This design comes from an exercise in tuning for a short achievable clock period and few clock cycles on the open sky130 flow, not from production work.
Only simulation tests tie the RTL to the original design; equivalence was not proved.
Power is estimated from default activity; no workload was simulated.

===== design/flow/constraint.sdc =====
create_clock -name core_clock -period 10.0 [get_ports {clk}]
set_input_delay 2.0000 -clock core_clock [delete_from_list [all_inputs] [get_ports {clk}]]
set_output_delay 2.0000 -clock core_clock [all_outputs]
set_load 0.01 [all_outputs]

===== design/flow/run.sh =====
#!/bin/bash
# synth_recipe.tcl (not shown) runs the flow's synth.tcl, then flattens the netlist and writes it again
# the make line also repeats each setting of config.mk as NAME=value (left out here)
make -C /OpenROAD-flow-scripts/flow DESIGN_CONFIG=/design/flow/config.mk WORK_HOME=/design/flow/orfs CLKGATE_MAP_FILE= SYNTH_SCRIPT=/design/flow/synth_recipe.tcl finish

===== design/flow/config.mk =====
export PLATFORM = sky130hd
export DESIGN_NAME = MIPS_CPU
export DESIGN_NICKNAME = MIPS_CPU
export VERILOG_FILES = /design/flow/design.v
export SDC_FILE = /design/flow/constraint.sdc
export NUM_CORES = 4
export LEC_CHECK = 0
export CAP_MARGIN = 20
export CORE_MARGIN = 2
export CORE_UTILIZATION = 40
export SLEW_MARGIN = 20

===== design/flow/design.v =====
module cla4_nov(din1, din2, carry_in, dout, carry_out);
  input	[3:0]	din1,din2;
  input		carry_in;
  output[3:0]	dout;
  output	carry_out;
  wire	[3:0]	din_and, din_or;
  wire	[4:0]	c;
  assign din_and[0] = din1[0] & din2[0];
  assign din_and[1] = din1[1] & din2[1];
  assign din_and[2] = din1[2] & din2[2];
  assign din_and[3] = din1[3] & din2[3];
  assign din_or[0] = din1[0] | din2[0];
  assign din_or[1] = din1[1] | din2[1];
  assign din_or[2] = din1[2] | din2[2];
  assign din_or[3] = din1[3] | din2[3];
  assign c[0] = carry_in;
  assign c[1] = din_and[0] | (din_or[0] & c[0]);
  assign c[2] = din_and[1] | (din_or[1] & din_and[0]) | (din_or[1] & din_or[0] & c[0]);  
  assign c[3] = din_and[2] | (din_or[2] & din_and[1]) | (din_or[2] & din_or[1] & din_and[0]) | (din_or[2] & din_or[1] & din_or[0] & c[0]);  
  assign c[4] = din_and[3] | (din_or[3] & din_and[2]) | (din_or[3] & din_or[2] & din_and[1]) | (din_or[3] & din_or[2] & din_or[1] & din_and[0]) | (din_or[3] & din_or[2] & din_or[1] & din_or[0] & c[0]); 
  assign dout[0] = din1[0] ^ din2[0] ^ c[0];
  assign dout[1] = din1[1] ^ din2[1] ^ c[1];
  assign dout[2] = din1[2] ^ din2[2] ^ c[2];
  assign dout[3] = din1[3] ^ din2[3] ^ c[3];
  assign carry_out = c[4];
endmodule
module cla4_nov_nco(din1, din2, carry_in, dout);
  input	[3:0]	din1,din2;
  input		carry_in;
  output[3:0]	dout;
  wire	[2:0]	din_and, din_or;
  wire	[3:0]	c;
  assign din_and[0] = din1[0] & din2[0];
  assign din_and[1] = din1[1] & din2[1];
  assign din_and[2] = din1[2] & din2[2];
  assign din_or[0] = din1[0] | din2[0];
  assign din_or[1] = din1[1] | din2[1];
  assign din_or[2] = din1[2] | din2[2];
  assign c[0] = carry_in;
  assign c[1] = din_and[0] | (din_or[0] & c[0]);
  assign c[2] = din_and[1] | (din_or[1] & din_and[0]) | (din_or[1] & din_or[0] & c[0]);  
  assign c[3] = din_and[2] | (din_or[2] & din_and[1]) | (din_or[2] & din_or[1] & din_and[0]) | (din_or[2] & din_or[1] & din_or[0] & c[0]);  
  assign dout[0] = din1[0] ^ din2[0] ^ c[0];
  assign dout[1] = din1[1] ^ din2[1] ^ c[1];
  assign dout[2] = din1[2] ^ din2[2] ^ c[2];
  assign dout[3] = din1[3] ^ din2[3] ^ c[3];
endmodule
module csa8_nov(din1, din2, carry_in, dout, carry_out);
  input	[7:0]	din1,din2;
  input		carry_in;
  output[7:0]	dout;
  output	carry_out;
  wire	[3:0]	sum1, sum2;
  wire		sel, cout1, cout2;
  cla4_nov a0(.din1(din1[3:0]), .din2(din2[3:0]), .carry_in(carry_in), .dout(dout[3:0]), .carry_out(sel));
  cla4_nov a1(.din1(din1[7:4]), .din2(din2[7:4]), .carry_in(1'b0), .dout(sum1), .carry_out(cout1));
  cla4_nov a2(.din1(din1[7:4]), .din2(din2[7:4]), .carry_in(1'b1), .dout(sum2), .carry_out(cout2));
  assign carry_out = (sel == 1'b1) ? cout2 : cout1;
  assign dout[7:4] = (sel == 1'b1) ? sum2 : sum1;
endmodule
module csa8_nov_nco(din1, din2, carry_in, dout);
  input	[7:0]	din1,din2;
  input		carry_in;
  output[7:0]	dout;
  wire	[3:0]	sum1, sum2;
  wire		sel;
  cla4_nov a0(.din1(din1[3:0]), .din2(din2[3:0]), .carry_in(carry_in), .dout(dout[3:0]), .carry_out(sel));
  cla4_nov_nco a1(.din1(din1[7:4]), .din2(din2[7:4]), .carry_in(1'b0), .dout(sum1));
  cla4_nov_nco a2(.din1(din1[7:4]), .din2(din2[7:4]), .carry_in(1'b1), .dout(sum2));
  assign dout[7:4] = (sel == 1'b1) ? sum2 : sum1;
endmodule
module csa16_nov(din1, din2, carry_in, dout, carry_out);
  input	[15:0]	din1,din2;
  input		carry_in;
  output[15:0]	dout;
  output	carry_out;
  wire	[7:0]	sum1, sum2;
  wire		sel, cout1, cout2;
  csa8_nov a0(.din1(din1[7:0]), .din2(din2[7:0]), .carry_in(carry_in), .dout(dout[7:0]), .carry_out(sel));
  csa8_nov a1(.din1(din1[15:8]), .din2(din2[15:8]), .carry_in(1'b0), .dout(sum1), .carry_out(cout1));
  csa8_nov a2(.din1(din1[15:8]), .din2(din2[15:8]), .carry_in(1'b1), .dout(sum2), .carry_out(cout2));
  assign carry_out = (sel == 1'b1) ? cout2 : cout1;
  assign dout[15:8] = (sel == 1'b1) ? sum2 : sum1;
endmodule
module csa16_nov_nco(din1, din2, carry_in, dout);
  input	[15:0]	din1,din2;
  input		carry_in;
  output[15:0]	dout;
  wire	[7:0]	sum1, sum2;
  wire		sel;
  csa8_nov a0(.din1(din1[7:0]), .din2(din2[7:0]), .carry_in(carry_in), .dout(dout[7:0]), .carry_out(sel));
  csa8_nov_nco a1(.din1(din1[15:8]), .din2(din2[15:8]), .carry_in(1'b0), .dout(sum1));
  csa8_nov_nco a2(.din1(din1[15:8]), .din2(din2[15:8]), .carry_in(1'b1), .dout(sum2));
  assign dout[15:8] = (sel == 1'b1) ? sum2 : sum1;
endmodule
module csa32_nov_nco(din1, din2, carry_in, dout);
  input	[31:0]	din1,din2;
  input		carry_in;
  output[31:0]	dout;
  wire	[15:0]	sum1, sum2;
  wire		sel;
  csa16_nov a0(.din1(din1[15:0]), .din2(din2[15:0]), .carry_in(carry_in), .dout(dout[15:0]), .carry_out(sel));
  csa16_nov_nco a1(.din1(din1[31:16]), .din2(din2[31:16]), .carry_in(1'b0), .dout(sum1));
  csa16_nov_nco a2(.din1(din1[31:16]), .din2(din2[31:16]), .carry_in(1'b1), .dout(sum2));
  assign dout[31:16] = (sel == 1'b1) ? sum2 : sum1;
endmodule
module ALU (Input1, Input2, EXE_CMD, aluOut);
  input [32-1:0] Input1, Input2;
  input [4-1:0] EXE_CMD;
  output reg [32-1:0] aluOut;
  wire            adder_sub;
  wire    [32-1:0]  bus_b;
  wire    [32-1:0]  bus_add;
  wire    [32-1:0]  bus_and, bus_or, bus_xor, bus_nor;
  wire    [32-1:0]  bus_logic;
  wire    [32-1:0]  bus_slt;
  always@(bus_logic or bus_add or bus_slt or
          EXE_CMD)
  begin
      case(EXE_CMD)
          4'b0000: aluOut = bus_add;       
          4'b0001: aluOut = bus_add;       
          4'b0010: aluOut = bus_add;       
          4'b0011: aluOut = bus_add;       
          4'b0100: aluOut = bus_logic;     
          4'b0101: aluOut = bus_logic;     
          4'b0110: aluOut = bus_logic;     
          4'b0111: aluOut = bus_logic;     
          4'b1000: aluOut = bus_add;       
          4'b1001: aluOut = bus_add;       
          4'b1010: aluOut = bus_slt;       
          4'b1011: aluOut = bus_slt;       
          4'b1100: aluOut = bus_logic;     
          4'b1101: aluOut = bus_logic;     
          4'b1110: aluOut = bus_logic;     
          default: aluOut = 32'hxxxx_xxxx;
      endcase
  end        
  assign  adder_sub = (EXE_CMD[2:1]==2'b01) ? 1'b1 : 1'b0 ;
  assign  bus_b=(adder_sub)?~Input2:Input2;
  csa32_nov_nco   u_adder32(
                    .din1          (Input1),
                    .din2          (bus_b),
                    .carry_in      (adder_sub),
                    .dout          (bus_add)
                  );
  assign  bus_and=Input1&Input2;
  assign  bus_or=Input1|Input2;
  assign  bus_xor=Input1^Input2;
  assign  bus_nor = ~(Input1|Input2);
  assign  bus_logic = (EXE_CMD[1:0]==2'b00)?bus_and:
                      (EXE_CMD[1:0]==2'b01)?bus_or:
                      (EXE_CMD[1:0]==2'b10)?bus_xor:
                      (EXE_CMD[1:0]==2'b11)?bus_nor:
                      32'b0;
  assign  bus_slt[32-1:1]=31'b0;
  assign  bus_slt[0] = (EXE_CMD[0]&({Input1[32-1],Input2[32-1]}==2'b01))?1'b1:
                        (EXE_CMD[0]&({Input1[32-1],Input2[32-1]}==2'b10))?1'b0:
                        (~EXE_CMD[0]&(Input1[32-1]^Input2[32-1]))?Input1[32-1]:
                        bus_add[32-1];
endmodule
module shifter(dout, din, sd,   sn);
        output  [31:0]  dout;
        input   [31:0]  din;
        input           sd;      
        input   [4:0]   sn;      
	wire	[31:0]	sl1, sl2, sl3, sl4, sl5;
	wire	[31:0]	sr1, sr2, sr3, sr4, sr5;
	wire	[31:0]	sl_result;	 
	wire	[31:0]	sr_result;	 
	wire		sr_value;
	reg	[31:0]	dout;	
	assign	sl1 = (sn[4]==1'b1) 
	               ? {din[15:0], 16'b0}
	               : din ;
	assign	sl2 = (sn[3]==1'b1) 
	               ? {sl1[23:0], 8'b0}
	               : sl1 ;
	assign	sl3 = (sn[2]==1'b1) 
	               ? {sl2[27:0], 4'b0}
	               : sl2 ;
	assign	sl4 = (sn[1]==1'b1) 
	               ? {sl3[29:0], 2'b0}
	               : sl3 ;	               
	assign	sl5 = (sn[0]==1'b1) 
	               ? {sl4[30:0], 1'b0}
	               : sl4 ;
	assign	sl_result = sl5;
	assign	sr_value = 1'b0 ;
	assign	sr1 = (sn[4]==1'b0) 
			? din
			: (sr_value) 
			? {16'b1111_1111_1111_1111, din[31:16]}
			: {16'b0000_0000_0000_0000, din[31:16]} ;
	assign	sr2 = (sn[3]==1'b0) 
			? sr1
			: (sr_value) 
			? {8'b1111_1111, sr1[31:8]}
			: {8'b0000_0000, sr1[31:8]} ;
	assign	sr3 = (sn[2]==1'b0) 
			? sr2
			: (sr_value) 
			? {4'b1111, sr2[31:4]}
			: {4'b0000, sr2[31:4]} ;
	assign	sr4 = (sn[1]==1'b0) 
			? sr3
			: (sr_value) 
			? {2'b11, sr3[31:2]}
			: {2'b00, sr3[31:2]} ;	               
	assign	sr5 = (sn[0]==1'b0) 
			? sr4
			: (sr_value) 
			? {1'b1, sr4[31:1]}
			: {1'b0, sr4[31:1]} ;	 
	assign	sr_result = sr5;
	always@(sd or sl_result or sr_result)
	begin
	    if(sd==1'b0) 		 
	    	dout = sl_result ;
	    else 			 
	    	dout = sr_result ;
	end	               
endmodule
module Mux32 (in1, in2, sel, out);
  input sel;
  input [31:0] in1, in2;
  output [31:0] out;
  assign out = (sel == 1'b0) ? in1 : in2;
endmodule  
module Mux5 (in1, in2, sel, out);
  input sel;
  input [4:0] in1, in2;
  output [4:0] out;
  assign out = (sel == 1'b0) ? in1 : in2;
endmodule  
module Mux_3input32 (in1, in2, in3, sel, out);
  input [31:0] in1, in2, in3;
  input [1:0] sel;
  output [31:0] out;
  assign out = (sel == 2'd0) ? in1 :
               (sel == 2'd1) ? in2 : in3;
endmodule  
module signExtend (in, out);
  input [15:0] in;
  output [32-1:0] out;
  assign out = (in[15] == 1'b1) ? {16'b1111111111111111, in} : {16'b0000000000000000, in};
endmodule  
module Register (clk, rst, writeEn, regIn, regOut);
  input clk, rst, writeEn;
  input [32-1:0] regIn;
  output [32-1:0] regOut;
  reg [32-1:0] regOut;
  always @ (posedge clk or posedge rst) begin
    if (rst) regOut <= 32'd0;
    else if (writeEn) regOut <= regIn;
  end
endmodule  
module controller ( hazard_detected, instruction, Branch_En, is_imm, ST_or_BNE, WB_EN, Mem_Read_EN, Mem_Write_EN, Shift_Direction, Result_sel, Branch_CMD, EXE_CMD );
  input hazard_detected;
  input [32-1:0] instruction;
  output Branch_En;
  output is_imm, WB_EN, Mem_Read_EN, Mem_Write_EN;
  output Shift_Direction, Result_sel; 
  output [1:0] Branch_CMD;
  output [4-1:0] EXE_CMD;  
  output ST_or_BNE;
    wire            nop_ins;
    wire            arith_reg_ins;
    wire            shift_ins;
    wire            SLL_ins;
    wire            SRL_ins;
    wire            arith_imm_ins;    
    wire            LW_ins;
    wire            SW_ins;
    wire            branch_ins;
    wire            BEQ_ins;
    wire            BNE_ins;
    wire            J_ins;
        assign  nop_ins = (instruction[31:0]==32'b0) ? 1'b1 : 1'b0 ;
        assign  arith_reg_ins = (instruction[31:26]==6'b0)&(instruction[10:4]==7'b0000010);
        assign  shift_ins = SLL_ins  |
                            SRL_ins  ;
        assign  SLL_ins   = (instruction[31:26]==6'b000000)&
                            (instruction[25:21]==5'b00000)&
                            (instruction[5:3]==3'b000)&
                            (instruction[2:0]==3'b000);
        assign  SRL_ins   = (instruction[31:26]==6'b000000)&
                            (instruction[25:21]==5'b00000)&
                            (instruction[5:3]==3'b000)&
                            (instruction[2:0]==3'b010);
        assign  arith_imm_ins = (instruction[31:29]==3'b001);
        assign  LW_ins  = (instruction[31:26]==6'b100011);
        assign  SW_ins    = (instruction[31:26]==6'b101011);
        assign  branch_ins = BEQ_ins |
                              BNE_ins ;
        assign  BEQ_ins    = (instruction[31:26]==6'b000100);
        assign  BNE_ins    = (instruction[31:26]==6'b000101);
        assign  J_ins      = (instruction[31:26]==6'b000010);
    assign  Branch_En = J_ins | branch_ins;
	  assign  Branch_CMD = J_ins ? 2'b10 :
                         BEQ_ins ? 2'b11 :
                         BNE_ins ? 2'b01 :
                         2'b00 ;
    assign  is_imm = arith_imm_ins|LW_ins|SW_ins|branch_ins|J_ins; 
    assign  ST_or_BNE = SW_ins|branch_ins; 
    assign  EXE_CMD[3] = (arith_reg_ins&instruction[3])|
                           (arith_imm_ins&instruction[29]);
    assign  EXE_CMD[2] = (arith_reg_ins&instruction[2])|
                           (arith_imm_ins&instruction[28]);
    assign  EXE_CMD[1] = (arith_reg_ins&instruction[1])|
                           (arith_imm_ins&instruction[27]);
    assign  EXE_CMD[0] = (arith_reg_ins&instruction[0])|
                           (arith_imm_ins&instruction[26]);
    assign  Shift_Direction = instruction[1];
    assign  Result_sel = shift_ins;
    assign  Mem_Write_EN = SW_ins & ~hazard_detected;
    assign  Mem_Read_EN = LW_ins & ~hazard_detected;
    assign      WB_EN = ((LW_ins)|
                        (shift_ins&(~nop_ins))|
                        (arith_reg_ins)|
                        (arith_imm_ins)) & ~hazard_detected;
endmodule   
module conditionChecker (Rs_Value, Rt_Value, branch_CMD, branch_Cond);
  input [32-1: 0] Rs_Value, Rt_Value;
  input [1:0] branch_CMD;
  output reg branch_Cond;
  always @ (*) begin
    case (branch_CMD)
      2'b10: branch_Cond = 1'b1;
      2'b11: branch_Cond = (Rs_Value == Rt_Value) ? 1'b1 : 1'b0;
      2'b01: branch_Cond = (Rs_Value != Rt_Value) ? 1'b1 : 1'b0;
      default: branch_Cond = 1'b0;
    endcase
  end
endmodule  
module forwarding_EXE (EXE_Rs, EXE_Rt, EXE_Store_Value, MEM_Dest, WB_Dest, MEM_WB_EN, WB_WB_EN, EXE_is_imm, ALU_src1_sel, ALU_src2_sel, Store_Value_sel);
  input [5-1:0] EXE_Rs, EXE_Rt, EXE_Store_Value, MEM_Dest, WB_Dest;
  input MEM_WB_EN, WB_WB_EN, EXE_is_imm;
  output reg [2-1:0] ALU_src1_sel, ALU_src2_sel, Store_Value_sel;
  always @ (EXE_Rs or EXE_Rt or EXE_Store_Value or MEM_Dest or WB_Dest or MEM_WB_EN or WB_WB_EN or EXE_is_imm) begin
    if (MEM_WB_EN & EXE_Store_Value == MEM_Dest & MEM_Dest != 5'b0)
      Store_Value_sel = 2'd1;
    else if (WB_WB_EN & EXE_Store_Value == WB_Dest & WB_Dest != 5'b0)
      Store_Value_sel = 2'd2;
    else
      Store_Value_sel = 2'd0;
    if (MEM_WB_EN & EXE_Rs == MEM_Dest & MEM_Dest != 5'b0) 
      ALU_src1_sel = 2'd1;
    else if (WB_WB_EN & EXE_Rs == WB_Dest & WB_Dest != 5'b0) 
      ALU_src1_sel = 2'd2;
    else
      ALU_src1_sel = 2'd0;
    if (MEM_WB_EN & EXE_Rt == MEM_Dest & MEM_Dest != 5'b0 & ~EXE_is_imm) 
      ALU_src2_sel = 2'd1;
    else if (WB_WB_EN & EXE_Rt == WB_Dest & WB_Dest != 5'b0 & ~EXE_is_imm) 
      ALU_src2_sel = 2'd2;
    else
      ALU_src2_sel = 2'd0;
  end
endmodule
module hazard_detection( ID_Rs, ID_Rt, EXE_Dest, MEM_Dest, Branch_CMD, ID_is_imm, ST_or_BNE, EXE_WB_EN, MEM_WB_EN, EXE_Mem_Read_EN, hazard_detected );
  input [5-1:0] ID_Rs, ID_Rt, EXE_Dest, MEM_Dest;
  input [1:0] Branch_CMD;
  input ID_is_imm, EXE_WB_EN, MEM_WB_EN, EXE_Mem_Read_EN;
  input ST_or_BNE;
  output hazard_detected;
  wire   instr_is_branch, load_use_hazard, branch_hazard;
  assign instr_is_branch = (Branch_CMD == 2'b11 | Branch_CMD == 2'b01);
  assign load_use_hazard = EXE_Mem_Read_EN & (ID_Rs == EXE_Dest | ( ( (~ID_is_imm) || ST_or_BNE ) & ID_Rt == EXE_Dest));
  assign branch_hazard = instr_is_branch & (EXE_WB_EN & (ID_Rs == EXE_Dest | ID_Rt == EXE_Dest) |  
                                            (MEM_WB_EN & (ID_Rs == MEM_Dest | ID_Rt == MEM_Dest) ) ); 
  assign hazard_detected = load_use_hazard | branch_hazard; 
endmodule
module regFile (clk, rst, readreg1, readreg2, writereg, writeData, writeEn, readdata1, readdata2);
  input clk, rst, writeEn;
  input [5-1:0] readreg1, readreg2, writereg;
  input [32-1:0] writeData;
  output [32-1:0] readdata1, readdata2;
  reg [32-1:0] regMem [0:32-1];  
  integer i;
  always @ (negedge clk or posedge rst) begin
    if (rst) begin
      for (i = 0; i < 32; i = i + 1)
        regMem[i] <= 0;
	    end
    else if (writeEn && writereg != 5'd0) regMem[writereg] <= writeData;
  end
  assign readdata1 = regMem[readreg1];
  assign readdata2 = regMem[readreg2];
endmodule  
module IFStage (clk, rst, branch_Taken, branch_offset, freeze, Jump_Offset, ID_op, PC   );
  input clk, rst, branch_Taken, freeze;
  input [32-1:0] branch_offset;
  input [25:0]Jump_Offset;
  input [5:0]ID_op;
  output [32-1:0] PC ; 
  wire [32-1:0] PC_succeeded, PC_offset, PC_next, branch_offset_sl2;
  wire [32-1:0] PC_wire;
  Mux32 PCoffsetInput (
    .in1(branch_offset_sl2 + PC_wire),
    .in2({PC_wire[31:28], Jump_Offset, 2'b00}),
    .sel(ID_op == 6'd2), 
    .out(PC_offset)
  );
  Mux32 PCREGInput (
    .in1(PC_succeeded),
    .in2(PC_offset),
    .sel(branch_Taken), 
    .out(PC_next)
  );
  assign PC_succeeded = PC_wire + 32'd4;
  Register PCReg (  
    .clk(clk),
    .rst(rst),
    .writeEn(~freeze),
    .regIn(PC_next),
    .regOut(PC_wire) 
  );
  assign branch_offset_sl2 = branch_offset << 2;
  assign PC = PC_wire;
endmodule  
module IDStage (clk, rst, hazard_detected_in, instruction, Rs_Value, Rt_Value, 
                is_imm_out, Rs, Rt, ALU_Input1, ALU_Input2, branch_Taken, EXE_CMD, Mem_Read_EN, Mem_Write_EN, WB_EN, branch_CMD,ST_or_BNE_out, Dest,
                Shamt, Shift_Direction, Result_sel, Jump_Offset);
  input clk, rst, hazard_detected_in;
  input [32-1:0] instruction, Rs_Value, Rt_Value;
  output branch_Taken, Mem_Read_EN, Mem_Write_EN, WB_EN, is_imm_out; 
  output ST_or_BNE_out;
  output [1:0] branch_CMD;
  output [4-1:0] EXE_CMD;
  output [5-1:0] Rs, Rt, Dest;  
  output [32-1:0] ALU_Input1, ALU_Input2;
  output Shift_Direction, Result_sel;
  output [4:0] Shamt;
  output [25:0] Jump_Offset;
  wire [5-1:0] Rd;
  wire ControlUnit2and, Condition2and;
  wire [1:0] ControlUnit2Condition;
  wire Is_Imm, ST_or_BNE;
  wire [32-1:0] imm_signExt;
  wire [5-1:0] Rt_wire;
  controller controller(  
    .instruction(instruction),
    .hazard_detected(hazard_detected_in),
    .EXE_CMD(EXE_CMD),
    .Branch_CMD(ControlUnit2Condition),
    .is_imm(Is_Imm),
    .ST_or_BNE(ST_or_BNE),
    .WB_EN(WB_EN),
    .Mem_Read_EN(Mem_Read_EN),
    .Mem_Write_EN(Mem_Write_EN),
    .Branch_En(ControlUnit2and),
    .Shift_Direction(Shift_Direction),
    .Result_sel(Result_sel)
  );
  conditionChecker conditionChecker (
    .Rs_Value(Rs_Value),
    .Rt_Value(Rt_Value),
    .branch_CMD(ControlUnit2Condition),
    .branch_Cond(Condition2and)
  );
  signExtend signExtend(  
    .in(instruction[15:0]),
    .out(imm_signExt)
  );
  Mux32 mux_val2 (  
    .in1(Rt_Value),
    .in2(imm_signExt),
    .sel(Is_Imm),
    .out(ALU_Input2)
  );
  Mux5 mux_dest (  
    .in1(Rd),
    .in2(Rt_wire),
    .sel(Is_Imm),
    .out(Dest)
  );
  assign branch_Taken = ControlUnit2and && Condition2and;
  assign ALU_Input1 = Rs_Value;
  assign Rs = instruction[25:21];
  assign Rt_wire = instruction[20:16];
  assign Rt = Rt_wire;
  assign Rd = instruction[15:11];
  assign is_imm_out = Is_Imm;
  assign ST_or_BNE_out = ST_or_BNE;
  assign branch_CMD = ControlUnit2Condition;
  assign Shamt = instruction[10:6];
  assign Jump_Offset = instruction[25:0];
endmodule  
module EXEStage(  EXE_CMD, Shift_Direction, Result_sel, Shamt, ALU_src1_sel, ALU_src2_sel, Store_Value_sel, ALU_Input1, ALU_Input2, ALU_Result_MEM, Result_WB, Store_Value_in, ALU_Result, Store_Value);
input Shift_Direction, Result_sel;
input [4:0] Shamt;
input [1:0] ALU_src1_sel, ALU_src2_sel, Store_Value_sel;
input [32-1:0] ALU_Input1, ALU_Input2, ALU_Result_MEM, Result_WB, Store_Value_in;
input [4-1:0] EXE_CMD;
output [32-1:0] ALU_Result, Store_Value;
wire [32-1:0] mux1_out, mux2_out, ALU_Result_ALU , Shift_Result;
  Mux_3input32 mux_ALU_Input1 (
    .in1(ALU_Input1),
    .in2(ALU_Result_MEM),
    .in3(Result_WB),
    .sel(ALU_src1_sel),
    .out(mux1_out)
  );
  Mux_3input32 mux_ALU_Input2 (
    .in1(ALU_Input2),
    .in2(ALU_Result_MEM),
    .in3(Result_WB),
    .sel(ALU_src2_sel),
    .out(mux2_out)
  );
  Mux_3input32 mux_Store_Valueue (
    .in1(Store_Value_in),
    .in2(ALU_Result_MEM),
    .in3(Result_WB),
    .sel(Store_Value_sel),
    .out(Store_Value)
  );
  ALU ALU(
    .Input1(mux1_out),
    .Input2(mux2_out),
    .EXE_CMD(EXE_CMD),
    .aluOut(ALU_Result_ALU)
  );
  shifter shifter(
    .din(mux2_out),
    .sn(Shamt),
    .sd(Shift_Direction),
    .dout(Shift_Result)
  );
  Mux32 mux_ALU_Result (
    .in1(ALU_Result_ALU),
    .in2(Shift_Result),
    .sel(Result_sel),
    .out(ALU_Result)
  );
endmodule
module WBStage (Mem_Read_EN, Data_memory, ALU_Result, Result_WB);
  input Mem_Read_EN;
  input [32-1:0] Data_memory, ALU_Result;
  output [32-1:0] Result_WB;
  assign Result_WB = (Mem_Read_EN) ? Data_memory : ALU_Result;
endmodule  
module IF2ID (clk, rst, Flush, freeze,   instruction_in,
										      instruction);
  input clk, rst, Flush, freeze;
  input [32-1:0]   instruction_in;
  output reg [32-1:0]   instruction;
  always@(posedge clk or posedge rst)begin
    if(rst)begin
	  instruction <= 32'b0;
	end
	else begin
	  if(~freeze)begin
	    if(Flush)begin
		  instruction <= 32'b0;
		end
		else begin
		  instruction <= instruction_in;
		end
      end
	end
  end
endmodule
module ID2EXE(clk, rst, Dest_in, Rt_Value_in, ALU_Input1_in, ALU_Input2_in,   EXE_CMD_in, Mem_Read_EN_in, Mem_Write_EN_in, WB_EN_in,   Rs_in, Rt_in, is_imm_in, Shamt_in, Shift_Direction_in, Result_sel_in,
				 Dest,    Store_Value,  ALU_Input1,    ALU_Input2,        EXE_CMD,    Mem_Read_EN,    Mem_Write_EN,    WB_EN,         Rs,    Rt,   is_imm, Shamt, Shift_Direction, Result_sel);
  input clk, rst;
  input Mem_Read_EN_in, Mem_Write_EN_in, WB_EN_in, is_imm_in;
  input [4-1:0] EXE_CMD_in;
  input [5-1:0] Dest_in, Rs_in, Rt_in;
  input [32-1:0] Rt_Value_in, ALU_Input1_in, ALU_Input2_in;
  input [4:0] Shamt_in;
  input Shift_Direction_in, Result_sel_in;
  output reg Mem_Read_EN, Mem_Write_EN, WB_EN, is_imm;
  output reg [4-1:0] EXE_CMD;
  output reg [5-1:0] Dest, Rs, Rt;
  output reg [32-1:0] Store_Value, ALU_Input1, ALU_Input2;
  output reg [4:0] Shamt;
  output reg Shift_Direction, Result_sel;
  always@(posedge clk or posedge rst)begin
    if(rst)begin
	  Mem_Read_EN <= 1'b0;
	  Mem_Write_EN <= 1'b0;
	  WB_EN <= 1'b0;
	  EXE_CMD <= 4'b0;
	  Dest <= 5'b0;
	  Rs <= 5'b0;
	  Rt <= 5'b0;
	  Store_Value <= 32'b0;
	  ALU_Input1 <= 32'b0;
	  ALU_Input2 <= 32'b0;
	  Shamt <= 5'b0;
	  Shift_Direction <= 1'b0;
	  Result_sel <= 1'b0;
          is_imm <= 1'b0;
	end
	else begin
	  Mem_Read_EN <= Mem_Read_EN_in;
	  Mem_Write_EN <= Mem_Write_EN_in;
	  WB_EN <= WB_EN_in;
	  EXE_CMD <= EXE_CMD_in;
	  Dest <= Dest_in;
	  Rs <= Rs_in;
	  Rt <= Rt_in;
	  Store_Value <= Rt_Value_in;
	  ALU_Input1 <= ALU_Input1_in;
	  ALU_Input2 <= ALU_Input2_in;
	  Shamt <= Shamt_in;
	  Shift_Direction <= Shift_Direction_in;
	  Result_sel <= Result_sel_in;
          is_imm <= is_imm_in;
	end
  end
endmodule
module EXE2MEM (clk, rst, WB_EN_in, Mem_Read_EN_in, Mem_Write_EN_in,   ALU_Result_in, Store_Value_in, Dest_in,
                          WB_EN,    Mem_Read_EN,    Mem_Write_EN,       ALU_Result,    Store_Value,    Dest);
  input clk, rst;
  input WB_EN_in, Mem_Read_EN_in, Mem_Write_EN_in;
  input [5-1:0] Dest_in;
  input [32-1:0] ALU_Result_in, Store_Value_in;
  output reg WB_EN, Mem_Read_EN, Mem_Write_EN;
  output reg [5-1:0] Dest;
  output reg [32-1:0] ALU_Result, Store_Value;
  always @ (posedge clk or posedge rst)begin
    if(rst)begin
	WB_EN <= 1'b0;
	Mem_Read_EN <= 1'b0;
	Mem_Write_EN <= 1'b0;
	ALU_Result <= 32'b0;
	Store_Value <= 32'b0;
	Dest <= 5'b0;
	end
	else begin
	  WB_EN <= WB_EN_in;
	  Mem_Read_EN <= Mem_Read_EN_in;
	  Mem_Write_EN <= Mem_Write_EN_in;
	  ALU_Result <= ALU_Result_in;
	  Store_Value <= Store_Value_in;
	  Dest <= Dest_in;
	end
  end
endmodule
module MEM2WB(clk, rst, WB_EN_in, Mem_Read_EN_in, ALU_Result_in, Data_memory_in, Dest_in,
                        WB_EN,    Mem_Read_EN,    ALU_Result,    Data_memory,    Dest);
	input clk, rst;
	input WB_EN_in, Mem_Read_EN_in;
	input [32-1:0] ALU_Result_in, Data_memory_in;
	input [5-1:0] Dest_in;
	output reg WB_EN, Mem_Read_EN;
	output reg[32-1:0] ALU_Result, Data_memory;
	output reg[5-1:0] Dest;
	always@(posedge clk or posedge rst)begin
	  if(rst)begin
		WB_EN <= 1'b0;
                Mem_Read_EN <= 1'b0;
		ALU_Result <= 32'b0;
		Data_memory <= 32'b0;
		Dest <= 5'b0;
	  end
	  else begin
		WB_EN <= WB_EN_in;
		Mem_Read_EN <= Mem_Read_EN_in;
		ALU_Result <= ALU_Result_in;
		Data_memory <= Data_memory_in;
		Dest <= Dest_in;
	  end
	end
endmodule
module MIPS_CPU (clk, rst, Mem_Read_EN, Mem_Write_EN, ALU_Result, Store_Value, Data_memory_out,  instruction, addr);
	input clk, rst;
	wire [32-1:0]   inst_ID;
	wire [32-1:0] reg1_ID, reg2_ID, ST_value_EXE, ST_value_EXE2MEM, ST_value_MEM;
	wire [32-1:0] val1_ID, val1_EXE;
	wire [32-1:0] val2_ID, val2_EXE;
	wire [32-1:0] ALURes_EXE, ALURes_MEM, ALURes_WB;
	wire [32-1:0] dataMem_out_MEM, dataMem_out_WB;
	wire [32-1:0] WB_result;
	wire [5-1:0] dest_EXE, dest_MEM, dest_WB;  
	wire [5-1:0] src1_ID, src2_regFile_ID,   src2_forw_EXE, src1_forw_EXE;
	wire [4-1:0] EXE_CMD_ID, EXE_CMD_EXE;
	wire [2-1:0] val1_sel, val2_sel, ST_val_sel;
	wire [1:0] branch_comm;
	wire Br_Taken_ID, IF_Flush ;
	wire MEM_R_EN_ID, MEM_R_EN_EXE, MEM_R_EN_MEM, MEM_R_EN_WB;
	wire MEM_W_EN_ID, MEM_W_EN_EXE, MEM_W_EN_MEM;
	wire WB_EN_ID, WB_EN_EXE, WB_EN_MEM, WB_EN_WB;
	wire hazard_detected, is_imm_ID, ST_or_BNE;
	wire Shift_Direction_ID, Result_sel_ID, is_imm_EXE, Shift_Direction_EXE, Result_sel_EXE;
	wire [4:0] Dest_ID, Shamt_ID, Shamt_EXE;		
	wire [25:0] jump_offset;
	output Mem_Read_EN, Mem_Write_EN;
	output [32-1:0] ALU_Result, Store_Value;
        input [32-1:0]Data_memory_out;
	input [32-1:0] instruction;
	output [32-1:0] addr;
	regFile regFile(
		.clk(clk),
		.rst(rst),
		.readreg1(src1_ID),
		.readreg2(src2_regFile_ID),
		.writereg(dest_WB),
		.writeData(WB_result),
		.writeEn(WB_EN_WB),
		.readdata1(reg1_ID),
		.readdata2(reg2_ID)
	);
	hazard_detection hazard (
		.ID_is_imm(is_imm_ID),
		.ST_or_BNE(ST_or_BNE),
		.ID_Rs(src1_ID),
		.ID_Rt(src2_regFile_ID),
		.EXE_Dest(dest_EXE),
		.MEM_Dest(dest_MEM),
		.EXE_WB_EN(WB_EN_EXE),
		.MEM_WB_EN(WB_EN_MEM),
		.EXE_Mem_Read_EN(MEM_R_EN_EXE),
		.Branch_CMD(branch_comm),
		.hazard_detected(hazard_detected)
	);
	forwarding_EXE forwrding_EXE (
		.EXE_Rs(src1_forw_EXE),
		.EXE_Rt(src2_forw_EXE),
		.EXE_Store_Value(dest_EXE),
		.MEM_Dest(dest_MEM),
		.WB_Dest(dest_WB),
		.MEM_WB_EN(WB_EN_MEM),
		.WB_WB_EN(WB_EN_WB),
		.EXE_is_imm(is_imm_EXE), 
		.ALU_src1_sel(val1_sel),
		.ALU_src2_sel(val2_sel),
		.Store_Value_sel(ST_val_sel)
	);
	IFStage IFStage (
		.clk(clk),
		.rst(rst),
		.freeze(hazard_detected),
		.branch_Taken(Br_Taken_ID),
		.branch_offset(val2_ID),
		.Jump_Offset(jump_offset),
		.ID_op(inst_ID[31:26]),
		.PC(addr)
	);
	IDStage IDStage (
		.clk(clk),
		.rst(rst),
		.hazard_detected_in(hazard_detected),
		.instruction(inst_ID),
		.Rs_Value(reg1_ID),
		.Rt_Value(reg2_ID),
		.Rs(src1_ID),
		.Rt(src2_regFile_ID),
		.ALU_Input1(val1_ID),
		.ALU_Input2(val2_ID),
		.branch_Taken(Br_Taken_ID),
		.EXE_CMD(EXE_CMD_ID),
		.Mem_Read_EN(MEM_R_EN_ID),
		.Mem_Write_EN(MEM_W_EN_ID),
		.WB_EN(WB_EN_ID),
		.is_imm_out(is_imm_ID),
		.ST_or_BNE_out(ST_or_BNE),
		.branch_CMD(branch_comm),
		.Dest(Dest_ID),
		.Shamt(Shamt_ID),
		.Shift_Direction(Shift_Direction_ID),
		.Result_sel(Result_sel_ID),
		.Jump_Offset(jump_offset)
	);
	EXEStage EXEStage (
		.EXE_CMD(EXE_CMD_EXE),
		.ALU_src1_sel(val1_sel),
		.ALU_src2_sel(val2_sel),
		.Store_Value_sel(ST_val_sel),
		.ALU_Input1(val1_EXE),
		.ALU_Input2(val2_EXE),
		.ALU_Result_MEM(ALURes_MEM),
		.Result_WB(WB_result),
		.Store_Value_in(ST_value_EXE),
		.Shamt(Shamt_EXE),
		.Shift_Direction(Shift_Direction_EXE),
		.Result_sel(Result_sel_EXE),
		.ALU_Result(ALURes_EXE),
		.Store_Value(ST_value_EXE2MEM)
	);
	assign Mem_Read_EN = MEM_R_EN_MEM;
	assign Mem_Write_EN = MEM_W_EN_MEM;
	assign ALU_Result = ALURes_MEM;
	assign Store_Value = ST_value_MEM;
	assign dataMem_out_MEM = Data_memory_out;
	WBStage WBStage (
		.Mem_Read_EN(MEM_R_EN_WB),
		.Data_memory(dataMem_out_WB),
		.ALU_Result(ALURes_WB),
		.Result_WB(WB_result)
	);
	IF2ID IF2IDReg (
		.clk(clk),
		.rst(rst),
		.Flush(IF_Flush),
		.freeze(hazard_detected),
		.instruction_in(instruction),
		.instruction(inst_ID)
	);
	ID2EXE ID2EXEReg (
		.clk(clk),
		.rst(rst),
		.Dest_in(Dest_ID),
		.Rs_in(src1_ID),
		.Rt_in(src2_regFile_ID),
		.Rt_Value_in(reg2_ID),
		.ALU_Input1_in(val1_ID),
		.ALU_Input2_in(val2_ID),
		.EXE_CMD_in(EXE_CMD_ID),
		.Mem_Read_EN_in(MEM_R_EN_ID),
		.Mem_Write_EN_in(MEM_W_EN_ID),
		.WB_EN_in(WB_EN_ID),
		.is_imm_in(is_imm_ID),
		.Shamt_in(Shamt_ID),
		.Shift_Direction_in(Shift_Direction_ID),
		.Result_sel_in(Result_sel_ID),
		.Rs(src1_forw_EXE),
		.Rt(src2_forw_EXE),
		.Dest(dest_EXE),
		.Store_Value(ST_value_EXE),
		.ALU_Input1(val1_EXE),
		.ALU_Input2(val2_EXE),
		.EXE_CMD(EXE_CMD_EXE),
		.Mem_Read_EN(MEM_R_EN_EXE),
		.Mem_Write_EN(MEM_W_EN_EXE),
		.WB_EN(WB_EN_EXE),
		.is_imm(is_imm_EXE),
		.Shamt(Shamt_EXE),
		.Shift_Direction(Shift_Direction_EXE),
		.Result_sel(Result_sel_EXE)
	);
	EXE2MEM EXE2MEMReg (
		.clk(clk),
		.rst(rst),
		.WB_EN_in(WB_EN_EXE),
		.Mem_Read_EN_in(MEM_R_EN_EXE),
		.Mem_Write_EN_in(MEM_W_EN_EXE),
		.ALU_Result_in(ALURes_EXE),
		.Store_Value_in(ST_value_EXE2MEM),
		.Dest_in(dest_EXE),
		.WB_EN(WB_EN_MEM),
		.Mem_Read_EN(MEM_R_EN_MEM),
		.Mem_Write_EN(MEM_W_EN_MEM),
		.ALU_Result(ALURes_MEM),
		.Store_Value(ST_value_MEM),
		.Dest(dest_MEM)
	);
	MEM2WB MEM2WB(
		.clk(clk),
		.rst(rst),
		.WB_EN_in(WB_EN_MEM),
		.Mem_Read_EN_in(MEM_R_EN_MEM),
		.ALU_Result_in(ALURes_MEM),
		.Data_memory_in(dataMem_out_MEM),
		.Dest_in(dest_MEM),
		.WB_EN(WB_EN_WB),
		.Mem_Read_EN(MEM_R_EN_WB),
		.ALU_Result(ALURes_WB),
		.Data_memory(dataMem_out_WB),
		.Dest(dest_WB)
	);
	assign IF_Flush = Br_Taken_ID;
endmodule

==> impl_summary.txt <==
----------------------------------------------------
[Status]
  Result of the run ... timing/DRC/antenna clean

[GRT]
  Global-route wire length before repair ... 572 mm
  Pin count of the biggest net entering global routing ... between 90 and 100
  Initial antenna violation count ... 45
  Overall global routing resource usage ... 42.2%
  Via count of the first global-routing pass ... 72543
  Global-route congestion overflow total ... 0

[Min path]
  Min-Delay Path Class ... flop to flop
  Worst hold path endpoint ... regFile.regMem[0][3]
  Hold Path Stages ... 0
  Critical hold path startpoint ... regFile.regMem[0][3]

[Layout]
  Post-Layout Inst Area ... 0.0867 mm²
  Filler cell count ... 17943
  Post-synthesis to final-layout area growth ... 16.1%
  Sequential Area ... 0.0339 mm²
  Area of the multi-input gates ... 0.0377 mm²
  Share of post-route cells with drive strength above 1 ... 11.6%
  Non-filler instance count after layout ... 11245
  Net total in the final layout ... 8847

[Setup path]
  Arrival time worst endpoint ... around 11 ns
  Required @ worst endpoint ... 10.69 ns
  Startpoint of the worst register-to-register path ... regFile.regMem[18][27]
  Crit end category ... flop
  R2r endpoint ... IFStage.PCReg.regOut[6]
  Worst R2R Path Depth ... 12
  Slack of the worst reg-to-reg path ... 0.13 ns
  Type of the setup path with the least slack ... flop to flop
  Sort of element at the start of the critical path ... flop
  CP max FO ... 8

[STA]
  Final worst-path setup slack ... ~0.13 ns
  Maximum clock skew at final layout ... ~0.12 ns
  Final hold viol count ... 0
  Max-slew violation total from the final report ... 0
  Final setup violation count ... 0
  Relative slew slack ... roughly an eighth
  Tightest Pin Transition ... between 1 and 1.5 ns

[Clock tree]
  Cts bufs inserted ... 157
  CTS max path bufs ... 3
  Worst-path clk slew ... 0.05 ns
  Clock H-tree levels ... 4
  Clock network latency to the later pin of the worst-skew pair ... between 0.8 and 0.9 ns
  Clock tree from TritonCTS ... done
  Count of hold-fix buffers inserted at cts ... 0
  Count of clock tree sinks ... 1355
  CTS root buffer ... sky130_fd_sc_hd__clkbuf_16

[Place]
  Post-Place Worst Slack ... -0.336 ns
  Cells after DPL ... around 11000
  HPWL reported at the end of detailed placement ... 265 mm
  Placed cell areas ... ~0.081 mm²
  IO buf count ... 161
  Final GP Congestion ... 1.01

[Drt]
  DRC errors left ... 0
  Post-DR vias/cell ... 6.99
  Detailed-route wire length ... a little over 400 mm
  Count of nets left with antenna violations after detail routing ... 0
  Iteration count of the initial detailed-routing pass ... 15
  Vias after detailed routing ... about 79000
  Number of DRC markers after the initial detailed-route iteration ... 14663
  Wirelength per Cell ... 36.8 µm

[Flow run]
  Count of max-cap constraint violations ... 0

[Logic synthesis]
  Proportion of netlist area held by the largest area contributor ... 34.3%
  Total of flip-flops plus latches after synthesis ... around 1400
  Avg Synthesized Cell Area ... ~8.6 µm²
  Ys async rst share ... 100%
  Number of enable flip-flop cells after synthesis ... 0
  Number of different library cells in the post-synthesis netlist ... 96
  Number of warning messages in the yosys log ... 11
  Top-count cell post-synth ... sky130_fd_sc_hd__dfrtn_1
  Post-synthesis instance total ... between 8000 and 9000
  Commonest cells in the netlist ... sky130_fd_sc_hd__dfrtn_1, sky130_fd_sc_hd__nor2_1, sky130_fd_sc_hd__nand3_1
  Sequential element share of the synthesized area ... 45.4%
  Cell taking the most area after synthesis ... sky130_fd_sc_hd__dfrtn_1
  Netlist Area Pre-Place ... 0.0747 mm²
  Dominant cells by area after synthesis ... sky130_fd_sc_hd__dfrtn_1, sky130_fd_sc_hd__dfrtp_1, sky130_fd_sc_hd__nand3_1
  Most used flip-flop cell after synthesis ... sky130_fd_sc_hd__dfrtn_1

[Die]
  Core area ... 0.185 mm²
  I/O Pins ... 164
  Number of standard-cell rows in the floorplan ... 158
  Effective utilization at floorplan ... 40.3%
  Total Die Area ... around 0.19 mm²
  Die Width ... 436 µm
  Vertical extent of the die ... ~440 µm

[Power]
  Worst IR drop on VDD ... 0.000195 V
  Leakage power figure ... 37.9 nW
  Pwr dens ... 235 mW/mm²

----------------------------------------------------
-- power by group --
| part | total [mW] | leakage, nW | switching, mW | internal, mW |
|---|---|---|---|---|
| Combinational | 6.13 | 17.2 | 3.94 | 2.19 |
| Sequential | 8.12 | 18.0 | 1.36 | 6.76 |
| Clock | 6.12 | 2.65 | 2.59 | 3.53 |
-- metal layers --
| metal | vias up | share of wire, % | GRT usage [%] |
|---|---|---|---|
| li1 | 31231 | - | - |
| met1 | 37626 | 35 | 50.9 |
| met2 | 7259 | 39 | 58.2 |
| met3 | 2393 | 16 | 19.3 |
| met4 | 42 | 10 | 32.3 |
| met5 | - | 0.14 | 0.756 |
-- registers in the layout, summed over array words and instances (netlist names), 4 cells and up --
name	count
regFile.regMem	1024
EXE2MEMReg.ALU_Result	32
EXE2MEMReg.Store_Value	32
ID2EXEReg.ALU_Input1	32
ID2EXEReg.ALU_Input2	32
ID2EXEReg.Store_Value	32
IF2IDReg.instruction	32
MEM2WB.ALU_Result	32
MEM2WB.Data_memory	32
IFStage.PCReg.regOut	30
EXE2MEMReg.Dest	5
ID2EXEReg.Dest	5
ID2EXEReg.Rs	5
ID2EXEReg.Rt	5
ID2EXEReg.Shamt	5
MEM2WB.Dest	5
ID2EXEReg.EXE_CMD	4
-- worst max-delay path by stage --
stage	slack (ns)	start	depth (start not counted)	to
6_report	0.13	regFile.regMem[18][27]	12	IFStage.PCReg.regOut[6]
5_1_grt	-0.03	regFile.regMem[10][0]	22	IFStage.PCReg.regOut[30]
4_1_cts	0.0002	regFile.regMem[10][0]	22	IFStage.PCReg.regOut[30]
3_5_place_dp	-0.34	regFile.regMem[10][0]	21	IFStage.PCReg.regOut[30]
3_3_place_gp	-0.35	regFile.regMem[10][0]	21	IFStage.PCReg.regOut[30]
2_1_floorplan	-15.26	rst	1	regFile.regMem[0][0]
-- per-stage QoR --
step | hold WS, ns | total power [mW] | TNS, ns | utilization [%]
after floorplan | 0.331 | 10.9 | - | -
after global placement | 0.340 | 13.8 | -1.51 | 43.6
after detailed placement | 0.346 | 13.9 | -1.43 | 43.7
after CTS | 0.346 | 20.0 | 0 | 46.6
after global routing | 0.354 | 21.0 | -0.0346 | 46.7
final | 0.348 | 20.4 | 0 | 46.8
-- layout by cell type, fill, tap and decap left out, types with 57 or more instances in the layout --
cell type	instances
sky130_fd_sc_hd__inv_1	163
sky130_fd_sc_hd__and3_1	263
sky130_fd_sc_hd__a21oi_1	800
sky130_fd_sc_hd__nand4_1	280
sky130_fd_sc_hd__nor2_1	822
sky130_fd_sc_hd__buf_4	440
sky130_fd_sc_hd__dfrtn_1	1024
sky130_fd_sc_hd__ha_1	155
sky130_fd_sc_hd__nor3_1	60
sky130_fd_sc_hd__o21ai_0	649
sky130_fd_sc_hd__clkdlybuf4s50_1	161
sky130_fd_sc_hd__mux2i_1	86
sky130_fd_sc_hd__a2111oi_0	57
sky130_fd_sc_hd__nand2_1	751
sky130_fd_sc_hd__a22oi_1	378
sky130_fd_sc_hd__xnor2_1	131
sky130_fd_sc_hd__dfrtp_1	315
sky130_fd_sc_hd__nand3_1	846
sky130_fd_sc_hd__clkbuf_16	165
-- logic make-up (layout without fill, tap and decap cells) --
| kind of cell | count (synthesis) | in the layout | share of synthesized area, % |
|---|---|---|---|
| and+or+nand+nor | 3363 | 3363 | 21.4 |
| other | 1 | 23 | 0.00502 |
| buffers and inverters | 1013 | 1104 | 5.53 |
| DFF | 1355 | 1355 | 45.4 |
| AOI/OAI and AO/OA | 2430 | 2430 | 20.5 |
| adders and majority gates | 163 | 163 | 2.78 |
| xor gates and xnor gates | 180 | 180 | 2.11 |
| muxes | 147 | 147 | 2.28 |
-- layout make-up --
| class | instances | share of cell area, % |
|---|---|---|
| inverter | 170 | 0.740 |
| clock buffer | 228 | 5.40 |
| timing repair buffer | 649 | 6.78 |
| sequential | 1355 | 39.1 |
| tap | 2480 | 3.58 |
| multi-input combinational | 6285 | 43.5 |
| antenna | 21 | 0.0606 |
| clock inverter | 57 | 0.787 |
-- worst max-delay path: stages (launching register included) --
cell and delay (ns):
sky130_fd_sc_hd__dfrtn_1 0.37, sky130_fd_sc_hd__and3_1 0.15, sky130_fd_sc_hd__a2111oi_0 0.57, sky130_fd_sc_hd__nand4_1 0.19
sky130_fd_sc_hd__o32a_1 0.74, sky130_fd_sc_hd__xnor2_1 0.59, sky130_fd_sc_hd__nand3_1 0.50, sky130_fd_sc_hd__nor3_1 0.43
sky130_fd_sc_hd__and4_1 0.26, sky130_fd_sc_hd__or2_1 0.31, sky130_fd_sc_hd__buf_4 0.23, sky130_fd_sc_hd__nor3_1 0.06
sky130_fd_sc_hd__o41ai_1 0.37
-- repair_timing --
item / 4_1_cts / 5_1_grt
cloned: 0 / 0
buffers inserted: 1 / 1
setup endpoints to repair: 6 / 8
gates resized for setup: 11 / 31
endpoints found under the hold margin: 0 / 0
pin swaps: 1 / 16
Testbench counts, summed over its fixed seeds: cycles 93,269.
